Source: an optimization exercise on an open RTL-to-GDS flow (aim: small area, a short achievable clock period and few clock cycles per item). Production flows keep margins and buffers that such runs may drop.
Where RTL was checked, it was by simulation tests only, not by an equivalence proof against the original.
The clock port is modelled as an ideal driver; clocking choices that lean on that would not hold on a real chip.
No activity file was given, so power comes from the tool's default toggle rates.

Setup of job 8845:
==> flow/design.v (excerpt) <==
module fastInvSqrt #(
    parameter INT_WIDTH = 12,       
    parameter FRACT_WIDTH = 4        
    )
    (
    input wire clk,
    input wire rst_n,
    input wire [INT_WIDTH+FRACT_WIDTH-1:0] data_in,
    input wire valid_in,
    output reg ready_in,
    output wire [INT_WIDTH+FRACT_WIDTH-1:0] data_out,
    output reg valid_out,
    input wire ready_out
    );
    localparam WORD_WIDTH = INT_WIDTH + FRACT_WIDTH;
    wire [15:0] x = data_in;
    wire [6:0] s;
    wire n24, n25, n26, n27, n28, n29, n30, n31, n32, n33;
    wire n34, n35, n36, n37, n38, n39, n40, n41, n42, n43;
    wire n44, n45, n46, n47, n48, n49, n50, n51, n52, n53;
    wire n54, n55, n56, n57, n58, n59, n60, n61, n62, n63;
    wire n64, n65, n66, n67, n68, n69, n70, n71, n73, n74;
    wire n75, n76, n77, n78, n79, n80, n81, n82, n83, n84;
    wire n85, n86, n87, n88, n89, n90, n91, n92, n94, n95;
    wire n96, n98, n99, n100, n101, n102, n103, n104, n105, n107;
    wire n108, n109, n110, n111, n112, n115;
    assign n24 = x[3] & ~x[1];
    assign n25 = ~x[1] & ~x[0];
    assign n26 = ~x[5] & ~n25;
    assign n27 = ~n24 & ~n26;
    assign n28 = ~x[2] & ~n27;
    assign n29 = ~x[4] & x[3];
    assign n30 = x[2] & x[1];
    assign n31 = ~x[4] & ~n30;
    assign n32 = ~x[3] & ~n31;
    assign n33 = ~n29 & ~n32;
    assign n34 = ~n28 & n33;
    assign n35 = ~x[9] & ~n34;
    assign n36 = ~x[6] & ~n35;
    assign n37 = ~x[3] & ~x[2];
    assign n38 = x[1] & x[0];
    assign n39 = ~x[4] & ~n38;
    assign n40 = n37 & ~n39;
    assign n41 = ~x[2] & n29;
  ...
Size: ~110 cells after synthesis, roughly 38 I/O pins, about 770 um^2 of cells after synthesis.
clock: 12.5 ns
lec_check: 0
cap_margin: 20
core_area: 2.5 2.5 61.5 61.5
die_area: 0 0 64 64
slew_margin: 20
standard.sh (not shown) runs the stock make flow with config.mk's settings and CLKGATE_MAP_FILE= SYNTH_SCRIPT=/design/flow/synth_recipe.tcl, a recipe that flattens the netlist after the stock synthesis.
==> flow/flow/run.sh <==
#!/bin/bash
# The standard layout, except:
#  - synthesis maps the logic with flow/abc_custom.script, a light mapping
#    that keeps the RTL's and-inverter graph, instead of ORFS's
#    abc_speed.script (the rest of the synthesis script is the standard flow's own);
#  - port buffers are buf_1 cells;
#  - the constant outputs share one tie cell.
set -euo pipefail
here=$PWD
# A scripts folder that is ORFS's, with abc_speed.script replaced.
mkdir -p scripts_custom
for f in "$FLOW_HOME"/scripts/*; do ln -sf "$f" scripts_custom/; done
rm -f scripts_custom/abc_speed.script
cp flow/abc_custom.script scripts_custom/abc_speed.script
cat > synth_custom.tcl <<EOT
set ::env(SCRIPTS_DIR) $here/scripts_custom
source $here/synth_recipe.tcl
EOT
bash standard.sh SYNTH_SCRIPT=$here/synth_custom.tcl synth > synth.log 2>&1
bash standard.sh "BUFFER_PORTS_ARGS=-buffer_cell sky130_fd_sc_hd__buf_1" SKIP_REPAIR_TIE_FANOUT=1 POST_CTS_TCL=$here/flow/post_cts.tcl finish > standard.log 2>&1
==> flow/flow/abc_custom.script <==
strash
dch
map -B 0.3
topo
stime -c
==> flow/flow/post_cts.tcl <==
# After clock tree synthesis: upsize and swap pins (no new buffers) on paths
# with less than 9.3 ns of setup slack.
repair_timing -setup -setup_margin 9.3 -sequence "sizeup,swap" -verbose
Testbench counts of job 8845, summed over its fixed seeds: cycles 1,028, items 1,024.
Setup changes, job 8845 to job 1971
-- flow/flow/run.sh --
<<< job 8845, line 18
EOT
bash standard.sh SYNTH_SCRIPT=$here/synth_custom.tcl synth > synth.log 2>&1
bash standard.sh "BUFFER_PORTS_ARGS=-buffer_cell sky130_fd_sc_hd__buf_1" SKIP_REPAIR_TIE_FANOUT=1 POST_CTS_TCL=$here/flow/post_cts.tcl finish > standard.log 2>&1
>>> job 1971, line 18
EOT
bash standard.sh SYNTH_SCRIPT=$here/synth_custom.tcl synth > synth.log 2>&1
bash standard.sh "BUFFER_PORTS_ARGS=-buffer_cell sky130_fd_sc_hd__buf_1" SKIP_REPAIR_TIE_FANOUT=1 finish > standard.log 2>&1
removed: flow/flow/post_cts.tcl
Findings:
Job 1971 ran to completion and came out clean on the timing, DRC and antenna checks. Job 8845 → job 1971: detailed-route wire length went down by about 6.5%; switching power summed over all nets shrank by about 9%; sequential power ~0 delta; met3 track demand over resource in global routing saw a decrease; share of cells above drive strength 1 -25 points. Shortest period the worst path allows on job 1971 is behind job 8845. Number of global-route vias before repair ends up lower on job 1971.
For job 7258, these inputs were changed with respect to job 1971:
-- flow/flow/run.sh --
<<< job 1971, line 18
EOT
bash standard.sh SYNTH_SCRIPT=$here/synth_custom.tcl synth > synth.log 2>&1
bash standard.sh "BUFFER_PORTS_ARGS=-buffer_cell sky130_fd_sc_hd__buf_1" SKIP_REPAIR_TIE_FANOUT=1 finish > standard.log 2>&1
>>> job 7258, line 18
EOT
bash standard.sh SYNTH_SCRIPT=$here/synth_custom.tcl synth > synth.log 2>&1
bash standard.sh "BUFFER_PORTS_ARGS=-buffer_cell sky130_fd_sc_hd__buf_1" SKIP_REPAIR_TIE_FANOUT=1 POST_CTS_TCL=$here/flow/post_cts.tcl finish > standard.log 2>&1
==> flow/flow/post_cts.tcl (new file) <==
# After clock tree synthesis: upsize and swap pins (no new buffers) on paths
# with less than 9.0 ns of setup slack.
repair_timing -setup -setup_margin 9.0 -sequence "sizeup,swap" -verbose
--- outcome ---
Going from job 1971 to job 7258, data required time at the worst endpoint grows by 0.04 ns. Post-layout net count across job 1971 and job 7258: no real change. As far as clock buffer count in the final layout goes, job 7258 and job 1971 are indistinguishable; the numbers are identical. Job 7258 vs job 1971, termination of the worst setup path: result[0]$_DFFE_PP_ vs result[5]$_DFFE_PP_. Total power, job 1971 and job 7258: larger value in job 7258. Multi-input gate area in the final layout grows by a few percent when moving from job 1971 to job 7258. The sequential power of job 7258 and that of job 1971 are within noise of each other.

Another version of the RTL of fastInvSqrt (not shown whole).
Size in the first run: roughly 8 flip-flops, about 38 I/O pins.
==> flow/config.mk <==
export PLATFORM = sky130hd
export DESIGN_NAME = fastInvSqrt
export DESIGN_NICKNAME = fastInvSqrt
export VERILOG_FILES = /design/flow/design.v
export SDC_FILE = /design/flow/constraint.sdc
export NUM_CORES = 4
export LEC_CHECK = 0
export CAP_MARGIN = 20
export CORE_AREA = 2.5 2.5 61.5 61.5
export DIE_AREA = 0 0 64 64
export SLEW_MARGIN = 20
==> flow/constraint.sdc <==
create_clock -name core_clock -period 12.5 [get_ports {clk}]
set_input_delay 2.5000 -clock core_clock [delete_from_list [all_inputs] [get_ports {clk}]]
set_output_delay 2.5000 -clock core_clock [all_outputs]
set_load 0.01 [all_outputs]
==> flow/flow/run.sh <==
#!/bin/bash
# The standard layout, except:
#  - synthesis maps the logic with flow/abc_custom.script, a light mapping
#    that keeps the RTL's and-inverter graph, instead of ORFS's
#    abc_speed.script (the rest of the synthesis script is the standard flow's own);
#  - port buffers are buf_1 cells;
#  - the constant outputs share one tie cell;
set -euo pipefail
here=$PWD
# A scripts folder that is ORFS's, with abc_speed.script replaced.
mkdir -p scripts_custom
for f in "$FLOW_HOME"/scripts/*; do ln -sf "$f" scripts_custom/; done
rm -f scripts_custom/abc_speed.script
cp flow/abc_custom.script scripts_custom/abc_speed.script
cat > synth_custom.tcl <<EOT
set ::env(SCRIPTS_DIR) $here/scripts_custom
source $here/synth_recipe.tcl
EOT
bash standard.sh SYNTH_SCRIPT=$here/synth_custom.tcl synth > synth.log 2>&1
bash standard.sh "BUFFER_PORTS_ARGS=-buffer_cell sky130_fd_sc_hd__buf_1" SKIP_REPAIR_TIE_FANOUT=1 POST_CTS_TCL=$here/flow/post_cts.tcl finish > standard.log 2>&1
Scripts as last shown in full above: flow/flow/abc_custom.script
Other scripts of this flow, unchanged in this note and not shown: flow/flow/post_cts.tcl, flow/flow/sizeopt.tcl
Rerun with:
==> flow/flow/abc_custom.script (replaced) <==
strash
dch
map
topo
stime -c
Outcome: Count of clock-buffer cells in the layout is unchanged; total power is about the same; routed wire length came out lower by a few percent; sequential power hardly moves; non-clock buffer count stays the same; clock power came out higher by a few percent; cell area came out lower by a few percent; critical path depth came out higher by 1; area after synthesis came out lower slightly; setup slack is worse by 110 ps.
Function was not checked in any run of this note: the RTL went through the layout flow alone.

Another version of the RTL of fastInvSqrt (not shown whole).
For scale: roughly 110 cells after synthesis, about 9 flip-flops, roughly 38 I/O pins.
## fastInvSqrt
module fastInvSqrt #(
    parameter INT_WIDTH = 12,       
    parameter FRACT_WIDTH = 4        
    )
    (
    input wire clk,
    input wire rst_n,
    input wire [INT_WIDTH+FRACT_WIDTH-1:0] data_in,
    input wire valid_in,
    output reg ready_in,
    output wire [INT_WIDTH+FRACT_WIDTH-1:0] data_out,
    output reg valid_out,
    input wire ready_out
    );
export LEC_CHECK = 0
export ABC_CLOCK_PERIOD_IN_PS = 1000
export CAP_MARGIN = 20
export CORE_AREA = 2.5 2.5 61.5 61.5
export DIE_AREA = 0 0 64 64
export SLEW_MARGIN = 20
create_clock -name core_clock -period 12.5 [get_ports {clk}]
==> flow/flow/run.sh <==
#!/bin/bash
# Standard layout, with the port buffers made of buf_2 cells instead of the
# cell buffer_ports picks by default.
set -euo pipefail
bash standard.sh "BUFFER_PORTS_ARGS=-buffer_cell sky130_fd_sc_hd__buf_2" finish > standard.log 2>&1
Testbench counts at the start, summed over its fixed seeds: cycles 1,028, items 1,024.
Edit:
==> flow/flow/run.sh (replaced) <==
#!/bin/bash
# Standard layout, with the port buffers made of buf_2 cells instead of the
# cell buffer_ports picks by default.
set -euo pipefail
bash standard.sh "BUFFER_PORTS_ARGS=-buffer_cell sky130_fd_sc_hd__buf_2" SETUP_SLACK_MARGIN=9.3 finish > standard.log 2>&1
--- a/flow/config.mk
+++ b/flow/config.mk
@@ -7,3 +7,2 @@
 export LEC_CHECK = 0
-export ABC_CLOCK_PERIOD_IN_PS = 1000
 export CAP_MARGIN = 20
Result:
- utilization grows by 10 points
- via count grows by 13%
- cell count grows by 10%
- design area grows by about 33%
- first-iteration DRC count shrinks by about 4.3%

[afterwards: timing with drivers on the ports]
Ports are ideal in the flow. The routed layouts listed here were re-timed in OpenROAD. Step 1 assumes that a clkbuf_16 drives the clock port and a buf_2 every other input. Step 2 times the ports against the registers' clock, not the clock port: input delays grow and output delays shrink by t, the midpoint of the rising clock arrivals with the driver on. Slacks: ideal ports / drivers / drivers and shift; pairs: ideal ports / drivers.
run | shift t [ns] | setup slack, ns | slew at the worst register clock pin (ns)
job 8845 | 0.272 | 9.060 / 9.047 / 8.787 | 0.06 / 0.06
job 1971 | 0.271 | 8.806 / 8.804 / 8.533 | 0.06 / 0.06
job 7258 | 0.271 | 8.962 / 8.957 / 8.686 | 0.06 / 0.06
the first run of note 2 | 0.266 | 8.916 / 8.917 / 8.651 | 0.06 / 0.06
the second run of note 2 | 0.268 | 8.808 / 8.808 / 8.540 | 0.06 / 0.06
the first run of note 3 | 0.269 | 8.599 / 8.597 / 8.329 | 0.05 / 0.05
the second run of note 3 | 0.266 | 8.766 / 8.754 / 8.488 | 0.06 / 0.06
After both steps every run listed still meets setup and hold. The setup slack of the second run of note 3, which loses most, moves by -0.012 ns with the drivers and by -0.278 ns with both steps.
